Source: an optimization exercise on an open RTL-to-GDS flow (aim: small area and few clock cycles). Production flows keep margins and buffers that such runs may drop. Function was checked by simulation only, so behaviour that the tests miss may differ from the original. No activity file was given, so power comes from the tool's default toggle rates.

north:
==> flow/design.v (excerpt) <==
module cache(
    clk,
    proc_reset,
    proc_read,
    proc_write,
    proc_addr,
    proc_wdata,
    proc_stall,
    proc_rdata,
    mem_read,
    mem_write,
    mem_addr,
    mem_rdata,
    mem_wdata,
    mem_ready
);
For scale: ~3000 cells after synthesis, ~390 I/O pins, about 50000 sq um of cells after synthesis.
==> flow/config.mk <==
export PLATFORM = sky130hd
export DESIGN_NAME = cache
export DESIGN_NICKNAME = cache
export VERILOG_FILES = /design/flow/design.v
export SDC_FILE = /design/flow/constraint.sdc
export NUM_CORES = 4
export LEC_CHECK = 0
export CAP_MARGIN = 20
export CORE_MARGIN = 2
export CORE_UTILIZATION = 30
export PLACE_DENSITY = 0.5
export SLEW_MARGIN = 20
==> flow/constraint.sdc <==
create_clock -name core_clock -period 10.0 [get_ports {clk}]
set_input_delay 2.0000 -clock core_clock [delete_from_list [all_inputs] [get_ports {clk}]]
set_output_delay 2.0000 -clock core_clock [all_outputs]
set_load 0.01 [all_outputs]
run.sh (not shown) runs the stock make flow with config.mk's settings and CLKGATE_MAP_FILE= SYNTH_SCRIPT=/design/flow/synth_recipe.tcl, a recipe that flattens the netlist after the stock synthesis.
Testbench counts of north, summed over its fixed seeds: cycles 82,961.
[inputs] south vs north
# north
export LEC_CHECK = 0
export CAP_MARGIN = 20
export CORE_MARGIN = 2
export CORE_UTILIZATION = 30
export PLACE_DENSITY = 0.5
export SLEW_MARGIN = 20
create_clock -name core_clock -period 10.0 [get_ports {clk}]
# south
export LEC_CHECK = 0
export CAP_MARGIN = 20
export CORE_MARGIN = 2
export CORE_UTILIZATION = 60
export CTS_BUF_LIST = sky130_fd_sc_hd__clkbuf_4 sky130_fd_sc_hd__clkbuf_8
export PLACE_DENSITY = 0.75
export SLEW_MARGIN = 20
create_clock -name core_clock -period 10.0 [get_ports {clk}]
==> comparison <==
Time the final worst path needs with I/O delays and setup (lower): north. [compare] base=north new=south: area occupied by registers roughly the same; largest voltage drop on the vdd net fell by 17%. Summary of south over north: routed wire length went down; achievable clock frequency went down. Summary of south over north: core utilization went up 34 points; sum of internal, switching and leakage power went down 7.4%; wire length of the first global-routing pass went down about 12%. In south relative to north, total number of placement rows had gone down by more than a quarter. The capturing instance or port of the critical path comes out mem_addr[12] in one run and mem_addr[21] in the other, namely in north and south respectively.

---

The RTL this note starts from:
==> flow/design.v <==
module cache(
    clk,
    proc_reset,
    proc_read,
    proc_write,
    proc_addr,
    proc_wdata,
    proc_stall,
    proc_rdata,
    mem_read,
    mem_write,
    mem_addr,
    mem_rdata,
    mem_wdata,
    mem_ready
);
    input          clk;
    input          proc_reset;
    input          proc_read, proc_write;
    input   [29:0] proc_addr;
    input   [31:0] proc_wdata;
    output reg         proc_stall;
    output      [31:0] proc_rdata;
    input  [127:0] mem_rdata;
    input          mem_ready;
    output reg         mem_read, mem_write;
    output reg  [27:0] mem_addr;
    output     [127:0] mem_wdata;
    localparam S_IDLE = 2'd0;    
    localparam S_WB   = 2'd1;    
    localparam S_RD   = 2'd2;    
    reg [1:0]   state;
    reg [127:0] data [0:7];      
    reg [24:0]  tag  [0:7];
    reg [7:0]   valid, dirty;
    wire [2:0]  idx  = proc_addr[4:2];
    wire [1:0]  offs = proc_addr[1:0];
    wire        req  = proc_read | proc_write;
    wire [7:0]  sel  = 8'd1 << idx;
    wire [3:0]  wsel = 4'd1 << offs;
    wire [127:0] line;
    wire [24:0]  tag_i;
    cache_sel8 #(.W(153)) u_line (
        .d({data[7], tag[7], data[6], tag[6], data[5], tag[5], data[4], tag[4],
            data[3], tag[3], data[2], tag[2], data[1], tag[1], data[0], tag[0]}),
        .sel(sel),
        .q({line, tag_i})
    );
    wire         hit     = valid[idx] && (tag_i == proc_addr[29:5]);
    wire         dirty_i = dirty[idx];
    wire idle = (state == S_IDLE);
    wire rd   = (state == S_RD);
    wire fill = rd && mem_ready;
    cache_sel8 #(.W(32)) u_word (
        .d({mem_rdata, line}),
        .sel({wsel & {4{rd}}, wsel & {4{~rd}}}),
        .q(proc_rdata)
    );
    assign mem_wdata = line;
    reg [127:0] din;
    integer w;
    always @(*) begin
        for (w = 0; w < 4; w = w + 1)
            din[32*w +: 32] = (proc_write && wsel[w]) ? proc_wdata : mem_rdata[32*w +: 32];
    end
    always @(*) begin
        mem_read   = 1'b0;
        mem_write  = 1'b0;
        mem_addr   = proc_addr[29:2];
        proc_stall = 1'b1;
        case (state)
            S_IDLE: begin
                proc_stall = ~hit;
                if (req && !hit) begin
                    if (dirty_i) begin
                        mem_write = 1'b1;
                        mem_addr  = {tag_i, idx};
                    end else
                        mem_read  = 1'b1;
                end
            end
            S_WB: begin
                mem_write = 1'b1;
                mem_addr  = {tag_i, idx};
            end
            default: begin
                mem_read   = 1'b1;
                proc_stall = ~mem_ready;
            end
        endcase
        if (proc_reset) begin
            mem_read  = 1'b0;
            mem_write = 1'b0;
        end
    end
    always @(posedge clk or posedge proc_reset) begin
        if (proc_reset) begin
            state <= S_IDLE;
            valid <= 8'd0;
            dirty <= 8'd0;
        end else begin
            case (state)
                S_IDLE:
                    if (req && !hit)
                        state <= dirty_i ? S_WB : S_RD;
                    else if (proc_write)
                        dirty[idx] <= 1'b1;
                S_WB:
                    if (mem_ready)
                        state <= S_RD;
                default:
                    if (mem_ready) begin
                        state      <= S_IDLE;
                        valid[idx] <= 1'b1;
                        dirty[idx] <= proc_write;
                    end
            endcase
        end
    end
    integer l;
    always @(posedge clk) begin
        for (l = 0; l < 8; l = l + 1) begin
            if (fill && sel[l])
                tag[l] <= proc_addr[29:5];
            for (w = 0; w < 4; w = w + 1)
                if (sel[l] && (fill || (idle && hit && proc_write && wsel[w])))
                    data[l][32*w +: 32] <= din[32*w +: 32];
        end
    end
endmodule
module cache_sel8 #(parameter W = 1) (
    input  [8*W-1:0] d,
    input  [7:0]     sel,
    output [W-1:0]   q
);
    wire [W-1:0] n0, n1;
    cache_aoi3 #(.W(W)) u0 (.a(d[0*W +: W]), .b(d[1*W +: W]), .c(d[2*W +: W]),
                            .sa(sel[0]), .sb(sel[1]), .sc(sel[2]), .y_n(n0));
    cache_aoi3 #(.W(W)) u1 (.a(d[3*W +: W]), .b(d[4*W +: W]), .c(d[5*W +: W]),
                            .sa(sel[3]), .sb(sel[4]), .sc(sel[5]), .y_n(n1));
    assign q = ~(n0 & n1 & ~((d[6*W +: W] & {W{sel[6]}}) | (d[7*W +: W] & {W{sel[7]}})));
endmodule
module cache_aoi3 #(parameter W = 1) (
    input  [W-1:0] a, b, c,
    input          sa, sb, sc,
    output [W-1:0] y_n
);
    assign y_n = ~((a & {W{sa}}) | (b & {W{sb}}) | (c & {W{sc}}));
endmodule
Settings: LEC_CHECK=0, CAP_MARGIN=10, CORE_MARGIN=2, CORE_UTILIZATION=70, CTS_BUF_LIST=sky130_fd_sc_hd__clkbuf_16, CTS_CLUSTER_DIAMETER=100, CTS_CLUSTER_SIZE=30, PLACE_DENSITY=0.85, SLEW_MARGIN=10, SYNTH_HIERARCHICAL=1; clock period 10.0 ns.
standard.sh (not shown) runs the stock make flow with config.mk's settings and CLKGATE_MAP_FILE= SYNTH_SCRIPT=/design/flow/synth_recipe.tcl, a recipe that flattens the netlist after the stock synthesis.
==> flow/flow/run.sh <==
#!/bin/bash
# Standard layout, except that the port buffers are the smallest buffer cell.
set -euo pipefail
EXTRA=(BUFFER_PORTS_ARGS="-buffer_cell sky130_fd_sc_hd__buf_1")
bash standard.sh synth > synth.log 2>&1
bash standard.sh "${EXTRA[@]}" floorplan > floorplan.log 2>&1
bash standard.sh "${EXTRA[@]}" place > place.log 2>&1
bash standard.sh "${EXTRA[@]}" cts > cts.log 2>&1
bash standard.sh "${EXTRA[@]}" route > route.log 2>&1
bash standard.sh "${EXTRA[@]}" finish > finish.log 2>&1
Testbench counts at the start, summed over its fixed seeds: cycles 82,961.
Change:
==> flow/config.mk (replaced) <==
export PLATFORM = sky130hd
export DESIGN_NAME = cache
export DESIGN_NICKNAME = cache
export VERILOG_FILES = /design/flow/design.v
export SDC_FILE = /design/flow/constraint.sdc
export NUM_CORES = 4
export LEC_CHECK = 0
export CAP_MARGIN = 20
export CORE_MARGIN = 2
export CORE_UTILIZATION = 60
export CTS_BUF_LIST = sky130_fd_sc_hd__clkbuf_16
export CTS_CLUSTER_DIAMETER = 100
export CTS_CLUSTER_SIZE = 30
export PLACE_DENSITY = 0.75
export SLEW_MARGIN = 20
export SYNTH_HIERARCHICAL = 1
The changed run finished clean.
Utilization shrinks by 11 points.
Cell area goes up slightly.
Wire length increases slightly.
Flip-flop and latch count is unchanged.

==> separate check: timing with driven ports <==
How much do the figures lean on ideal ports? The routed layouts below were timed once more, with nothing changed but the port constraints.
Step 1, drivers: a clkbuf_16 drives clk and a buf_2 each remaining input, both assumed.
Step 2 moves the port delays by t, midway between the first and last clock arrival at a register: inputs arrive t later, outputs are due t later. That takes back most of the time a late clock gives input paths.
Three values: no drivers, after step 1, after step 2; two values: the first two.
| run | t (ns) | setup WS [ns] | worst setup path at the end | clock arrival spread, ns |
|---|---|---|---|---|
| north | 0.836 | 0.644 / 0.622 / 0.622 | input to output | 0.050 / 0.049 |
| south | 0.904 | 0.470 / 0.444 / 0.444 | input to output | 0.046 / 0.046 |
| the first run of note 2 | 0.700 | 0.981 / 0.954 / 0.954 | input to output | 0.027 / 0.027 |
| the second run of note 2 | 0.713 | 0.833 / 0.809 / 0.809 | input to output | 0.035 / 0.034 |
After both steps every run listed still meets setup and hold. For the first run of note 2, which loses most, drivers alone change the setup slack by -0.027 ns; drivers and shift together by -0.027 ns.
